Source: an optimization exercise on an open RTL-to-GDS flow (aim: small area and a short achievable clock period). Production flows keep margins and buffers that such runs may drop.
Only simulation tests tie the RTL to the original design; equivalence was not proved.
Power figures rest on the tool's default switching activity, not on a simulated workload.

Design MIPS, start of the top module:
module MIPS (
    input             clk,
    input             rst_n,
    input             in_valid,
    input      [31:0] instruction,
    input      [19:0] output_reg,
    output            out_valid,
    output     [31:0] out_1,
    output     [31:0] out_2,
    output     [31:0] out_3,
    output     [31:0] out_4,
    output            instruction_fail
);
function [5:0] dec;
    input [4:0] a;
    begin
        dec[0] = (a == 5'b10000);
        dec[1] = (a == 5'b11111);
        dec[2] = (a == 5'b10111);
        dec[3] = (a == 5'b01000);
        dec[4] = (a == 5'b10010);
        dec[5] = (a == 5'b10001);
    end
endfunction
function [5:0] dec_g;
    input [4:0] a;
    begin
        dec_g[0] =  a[4] & ~a[3] & ~a[2] & ~a[1] & ~a[0];
        dec_g[1] =  a[4] &  a[3] &  a[2] &  a[1] &  a[0];
        dec_g[2] =  a[4] & ~a[3] &  a[2] &  a[1] &  a[0];
        dec_g[3] = ~a[4] &  a[3] & ~a[2] & ~a[1] & ~a[0];
        dec_g[4] =  a[4] & ~a[3] & ~a[2] &  a[1] & ~a[0];
        dec_g[5] =  a[4] & ~a[3] & ~a[2] & ~a[1] &  a[0];
    end
endfunction
function [31:0] rd6;
    input [5:0]  s;
    input [31:0] r0, r1, r2, r3, r4, r5;
    rd6 = ({32{s[0]}} & r0) | ({32{s[1]}} & r1) | ({32{s[2]}} & r2)
        | ({32{s[3]}} & r3) | ({32{s[4]}} & r4) | ({32{s[5]}} & r5);
endfunction
reg [31:0] rf0, rf1, rf2, rf3, rf4, rf5;
reg  [5:0] rv;         
wire [31:0] res;       
reg         v0;
reg  [31:0] ins0;
reg  [19:0] oreg0;
always @(posedge clk or negedge rst_n) begin
    if (!rst_n) v0 <= 1'b0;
    else        v0 <= in_valid;
end
always @(posedge clk) begin
    ins0  <= instruction;
    oreg0 <= output_reg;
end
wire [5:0] op    = ins0[31:26];
wire [5:0] funct = ins0[5:0];
wire       is_r  = (op == 6'b000000);
wire       is_i  = (op == 6'b001000);
wire       f_add = is_r & (funct == 6'b100000);
wire       f_and = is_r & (funct == 6'b100100);
wire       f_or  = is_r & (funct == 6'b100101);
wire       f_nor = is_r & (funct == 6'b100111);
wire       f_sll = is_r & (funct == 6'b000000);
wire       f_srl = is_r & (funct == 6'b000010);
wire       legal = f_add | f_and | f_or | f_nor | f_sll | f_srl | is_i;
wire [5:0] rs_h  = dec(ins0[25:21]);
wire [5:0] rt_h  = dec(ins0[20:16]);
  ...
==> module MIPS, before the edit <==
module MIPS (
    input             clk,
    input             rst_n,
    input             in_valid,
    input      [31:0] instruction,
    input      [19:0] output_reg,
    output            out_valid,
    output     [31:0] out_1,
    output     [31:0] out_2,
    output     [31:0] out_3,
    output     [31:0] out_4,
    output            instruction_fail
);
function [5:0] dec;
    input [4:0] a;
    begin
        dec[0] = (a == 5'b10000);
        dec[1] = (a == 5'b11111);
        dec[2] = (a == 5'b10111);
        dec[3] = (a == 5'b01000);
        dec[4] = (a == 5'b10010);
        dec[5] = (a == 5'b10001);
    end
endfunction
function [5:0] dec_g;
    input [4:0] a;
    begin
        dec_g[0] =  a[4] & ~a[3] & ~a[2] & ~a[1] & ~a[0];
        dec_g[1] =  a[4] &  a[3] &  a[2] &  a[1] &  a[0];
        dec_g[2] =  a[4] & ~a[3] &  a[2] &  a[1] &  a[0];
        dec_g[3] = ~a[4] &  a[3] & ~a[2] & ~a[1] & ~a[0];
        dec_g[4] =  a[4] & ~a[3] & ~a[2] &  a[1] & ~a[0];
        dec_g[5] =  a[4] & ~a[3] & ~a[2] & ~a[1] &  a[0];
    end
endfunction
function [31:0] rd6;
    input [5:0]  s;
    input [31:0] r0, r1, r2, r3, r4, r5;
    rd6 = ({32{s[0]}} & r0) | ({32{s[1]}} & r1) | ({32{s[2]}} & r2)
        | ({32{s[3]}} & r3) | ({32{s[4]}} & r4) | ({32{s[5]}} & r5);
endfunction
reg [31:0] rf0, rf1, rf2, rf3, rf4, rf5;
reg  [5:0] rv;         
wire [31:0] res;       
reg         v0;
reg  [31:0] ins0;
reg  [19:0] oreg0;
always @(posedge clk or negedge rst_n) begin
    if (!rst_n) v0 <= 1'b0;
    else        v0 <= in_valid;
end
always @(posedge clk) begin
    ins0  <= instruction;
    oreg0 <= output_reg;
end
wire [5:0] op    = ins0[31:26];
wire [5:0] funct = ins0[5:0];
wire       is_r  = (op == 6'b000000);
wire       is_i  = (op == 6'b001000);
wire       f_add = is_r & (funct == 6'b100000);
wire       f_and = is_r & (funct == 6'b100100);
wire       f_or  = is_r & (funct == 6'b100101);
wire       f_nor = is_r & (funct == 6'b100111);
wire       f_sll = is_r & (funct == 6'b000000);
wire       f_srl = is_r & (funct == 6'b000010);
wire       legal = f_add | f_and | f_or | f_nor | f_sll | f_srl | is_i;
wire [5:0] rs_h  = dec(ins0[25:21]);
wire [5:0] rt_h  = dec(ins0[20:16]);
wire [5:0] rd_h  = dec(ins0[15:11]);
wire [5:0] dst_h = is_i ? rt_h : rd_h;
reg         v1;
reg   [5:0] dst1;
reg         ok1;       
reg         f1n;
reg  [31:0] a1, b1;
reg         add1, and1, or1, nor1, sll1, srl1;
reg   [4:0] sh1, rot1;
reg  [19:0] oreg1;
wire        f1   = ~(ok1 & (|dst1));
wire  [5:0] we1  = (v1 & ok1) ? dst1 : 6'd0;
wire        fwd_a = |(rs_h & we1);
wire        fwd_b = ~is_i & (|(rt_h & we1));
wire [31:0] pre_a = rd6(rs_h & rv, rf0, rf1, rf2, rf3, rf4, rf5);
wire [31:0] pre_b = is_i ? {{16{ins0[15]}}, ins0[15:0]}
                         : rd6(rt_h & rv, rf0, rf1, rf2, rf3, rf4, rf5);
always @(posedge clk or negedge rst_n) begin
    if (!rst_n) v1 <= 1'b0;
    else        v1 <= v0;
end
always @(posedge clk) begin
    dst1  <= dst_h;
    ok1   <= legal & (|rs_h) & (|rt_h);
    a1    <= fwd_a ? res : pre_a;
    b1    <= fwd_b ? res : pre_b;
    add1  <= f_add | is_i;
    and1  <= f_and;
    or1   <= f_or;
    nor1  <= f_nor;
    sll1  <= f_sll;
    srl1  <= f_srl;
    sh1   <= ins0[10:6];
    rot1  <= f_srl ? ins0[10:6] : -ins0[10:6];
    oreg1 <= oreg0;
end
wire [31:0] sum = a1 + b1;
wire [31:0] r0 = rot1[0] ? {b1[0], b1[31:1]}    : b1;
wire [31:0] r1 = rot1[1] ? {r0[1:0], r0[31:2]}  : r0;
wire [31:0] r2 = rot1[2] ? {r1[3:0], r1[31:4]}  : r1;
wire [31:0] r3 = rot1[3] ? {r2[7:0], r2[31:8]}  : r2;
wire [31:0] r4 = rot1[4] ? {r3[15:0], r3[31:16]} : r3;
wire [31:0] msk = ({32{sll1}} & ({32{1'b1}} << sh1)) | ({32{srl1}} & ({32{1'b1}} >> sh1));
assign res = ({32{add1}} & sum)
           | ({32{and1}} & (a1 & b1))
           | ({32{or1}}  & (a1 | b1))
           | ({32{nor1}} & ~(a1 | b1))
           | (msk & r4);
always @(posedge clk or negedge rst_n) begin
    if (!rst_n) rv <= 6'd0;
    else        rv <= rv | we1;
end
always @(posedge clk) begin
    if (we1[0]) rf0 <= res;
    if (we1[1]) rf1 <= res;
    if (we1[2]) rf2 <= res;
    if (we1[3]) rf3 <= res;
    if (we1[4]) rf4 <= res;
    if (we1[5]) rf5 <= res;
end
reg        v2;
reg        f2;
reg  [5:0] s1, s2, s3, s4;       
reg  [5:0] t1, t2, t3, t4;       
always @(posedge clk or negedge rst_n) begin
    if (!rst_n) v2 <= 1'b0;
    else        v2 <= v1;
end
always @(posedge clk) begin
    f2 <= f1;
    s1 <= f1 ? 6'd0 : (dec(oreg1[4:0])   & (rv | we1));
    s2 <= f1 ? 6'd0 : (dec(oreg1[9:5])   & (rv | we1));
    s3 <= f1 ? 6'd0 : (dec(oreg1[14:10]) & (rv | we1));
    s4 <= f1 ? 6'd0 : (dec(oreg1[19:15]) & (rv | we1));
    t1 <= f1 ? 6'd0 : (dec_g(oreg1[4:0])   & (rv | we1));
    t2 <= f1 ? 6'd0 : (dec_g(oreg1[9:5])   & (rv | we1));
    t3 <= f1 ? 6'd0 : (dec_g(oreg1[14:10]) & (rv | we1));
    t4 <= f1 ? 6'd0 : (dec_g(oreg1[19:15]) & (rv | we1));
end
assign out_valid        = v2;
assign instruction_fail = f2;
wire [31:0] o1l = rd6(s1, rf0, rf1, rf2, rf3, rf4, rf5);
wire [31:0] o2l = rd6(s2, rf0, rf1, rf2, rf3, rf4, rf5);
wire [31:0] o3l = rd6(s3, rf0, rf1, rf2, rf3, rf4, rf5);
wire [31:0] o4l = rd6(s4, rf0, rf1, rf2, rf3, rf4, rf5);
wire [31:0] o1h = rd6(t1, rf0, rf1, rf2, rf3, rf4, rf5);
wire [31:0] o2h = rd6(t2, rf0, rf1, rf2, rf3, rf4, rf5);
wire [31:0] o3h = rd6(t3, rf0, rf1, rf2, rf3, rf4, rf5);
wire [31:0] o4h = rd6(t4, rf0, rf1, rf2, rf3, rf4, rf5);
assign out_1 = {o1h[31:16], o1l[15:0]};
assign out_2 = {o2h[31:16], o2l[15:0]};
assign out_3 = {o3h[31:16], o3l[15:0]};
assign out_4 = {o4h[31:16], o4l[15:0]};
endmodule
Settings: LEC_CHECK=0, CAP_MARGIN=20, CORE_MARGIN=2, CORE_UTILIZATION=45, SETUP_SLACK_MARGIN=3.1, SLEW_MARGIN=20; clock period 6.0 ns.
standard.sh (not shown) runs the stock make flow with config.mk's settings and CLKGATE_MAP_FILE= SYNTH_SCRIPT=/design/flow/synth_recipe.tcl, a recipe that flattens the netlist after the stock synthesis.
==> flow/flow/run.sh <==
#!/bin/bash
# The standard layout, with every input and output port buffered by a
# sky130_fd_sc_hd__buf_2 instead of the cell buffer_ports picks by default.
set -euo pipefail
export BUFFER_PORTS_ARGS="-buffer_cell sky130_fd_sc_hd__buf_2"
bash standard.sh > standard_flow.log 2>&1
Change:
--- a/flow/design.v
+++ b/flow/design.v
@@ -39,37 +39,26 @@
     rd6 = ({32{s[0]}} & r0) | ({32{s[1]}} & r1) | ({32{s[2]}} & r2)
         | ({32{s[3]}} & r3) | ({32{s[4]}} & r4) | ({32{s[5]}} & r5);
 endfunction
 reg [31:0] rf0, rf1, rf2, rf3, rf4, rf5;
 reg  [5:0] rv;         
 wire [31:0] res;       
-reg         v0;
-reg  [31:0] ins0;
-reg  [19:0] oreg0;
-always @(posedge clk or negedge rst_n) begin
-    if (!rst_n) v0 <= 1'b0;
-    else        v0 <= in_valid;
-end
-always @(posedge clk) begin
-    ins0  <= instruction;
-    oreg0 <= output_reg;
-end
-wire [5:0] op    = ins0[31:26];
-wire [5:0] funct = ins0[5:0];
+wire [5:0] op    = instruction[31:26];
+wire [5:0] funct = instruction[5:0];
 wire       is_r  = (op == 6'b000000);
 wire       is_i  = (op == 6'b001000);
 wire       f_add = is_r & (funct == 6'b100000);
 wire       f_and = is_r & (funct == 6'b100100);
 wire       f_or  = is_r & (funct == 6'b100101);
 wire       f_nor = is_r & (funct == 6'b100111);
 wire       f_sll = is_r & (funct == 6'b000000);
 wire       f_srl = is_r & (funct == 6'b000010);
 wire       legal = f_add | f_and | f_or | f_nor | f_sll | f_srl | is_i;
-wire [5:0] rs_h  = dec(ins0[25:21]);
-wire [5:0] rt_h  = dec(ins0[20:16]);
-wire [5:0] rd_h  = dec(ins0[15:11]);
+wire [5:0] rs_h  = dec(instruction[25:21]);
+wire [5:0] rt_h  = dec(instruction[20:16]);
+wire [5:0] rd_h  = dec(instruction[15:11]);
 wire [5:0] dst_h = is_i ? rt_h : rd_h;
 reg         v1;
 reg   [5:0] dst1;
 reg         ok1;       
 reg         f1n;
 reg  [31:0] a1, b1;
@@ -78,32 +67,32 @@
 reg  [19:0] oreg1;
 wire        f1   = ~(ok1 & (|dst1));
 wire  [5:0] we1  = (v1 & ok1) ? dst1 : 6'd0;
 wire        fwd_a = |(rs_h & we1);
 wire        fwd_b = ~is_i & (|(rt_h & we1));
 wire [31:0] pre_a = rd6(rs_h & rv, rf0, rf1, rf2, rf3, rf4, rf5);
-wire [31:0] pre_b = is_i ? {{16{ins0[15]}}, ins0[15:0]}
+wire [31:0] pre_b = is_i ? {{16{instruction[15]}}, instruction[15:0]}
                          : rd6(rt_h & rv, rf0, rf1, rf2, rf3, rf4, rf5);
 always @(posedge clk or negedge rst_n) begin
     if (!rst_n) v1 <= 1'b0;
-    else        v1 <= v0;
+    else        v1 <= in_valid;
 end
 always @(posedge clk) begin
     dst1  <= dst_h;
     ok1   <= legal & (|rs_h) & (|rt_h);
     a1    <= fwd_a ? res : pre_a;
     b1    <= fwd_b ? res : pre_b;
     add1  <= f_add | is_i;
     and1  <= f_and;
     or1   <= f_or;
     nor1  <= f_nor;
     sll1  <= f_sll;
     srl1  <= f_srl;
-    sh1   <= ins0[10:6];
-    rot1  <= f_srl ? ins0[10:6] : -ins0[10:6];
-    oreg1 <= oreg0;
+    sh1   <= instruction[10:6];
+    rot1  <= f_srl ? instruction[10:6] : -instruction[10:6];
+    oreg1 <= output_reg;
 end
 wire [31:0] sum = a1 + b1;
 wire [31:0] r0 = rot1[0] ? {b1[0], b1[31:1]}    : b1;
 wire [31:0] r1 = rot1[1] ? {r0[1:0], r0[31:2]}  : r0;
 wire [31:0] r2 = rot1[2] ? {r1[3:0], r1[31:4]}  : r1;
 wire [31:0] r3 = rot1[3] ? {r2[7:0], r2[31:8]}  : r2;
After rerunning: Non-clock buffer count decreases by 7; die area decreases by a few percent; global-route usage rises by 2.0 points; design area drops by a few percent; sequential power came out lower by roughly a tenth; first-iteration DRC count goes down by a few percent; cell count came out lower slightly; worst hold slack gains 150 ps; power falls by a little under a tenth.

==> what the ideal ports hide <==
The flow's constraints put no driver on any port. The routed layouts listed below were extracted and timed again, unchanged, in two steps.
Step 1 assumes that a clkbuf_16 drives the clock port and a buf_2 every other input.
Step 2, shift: input delay + t, output delay - t, t = (earliest + latest rising clock arrival at the registers) / 2. This alone moves slack from input paths to output paths.
a / b / c = ideal ports / drivers / drivers and shift; a / b = the first two.
run	t (ns)	setup WS [ns]	latest minus earliest clock arrival (ns)
the first run	0.646	3.060 / 2.999 / 3.119	0.048 / 0.048
the second run	0.621	2.996 / 2.996 / 2.456	0.018 / 0.018
After both steps setup and hold are still met in every run listed. The setup slack of the second run, which loses most, moves by 0.000 ns with the drivers and by -0.540 ns with both steps.
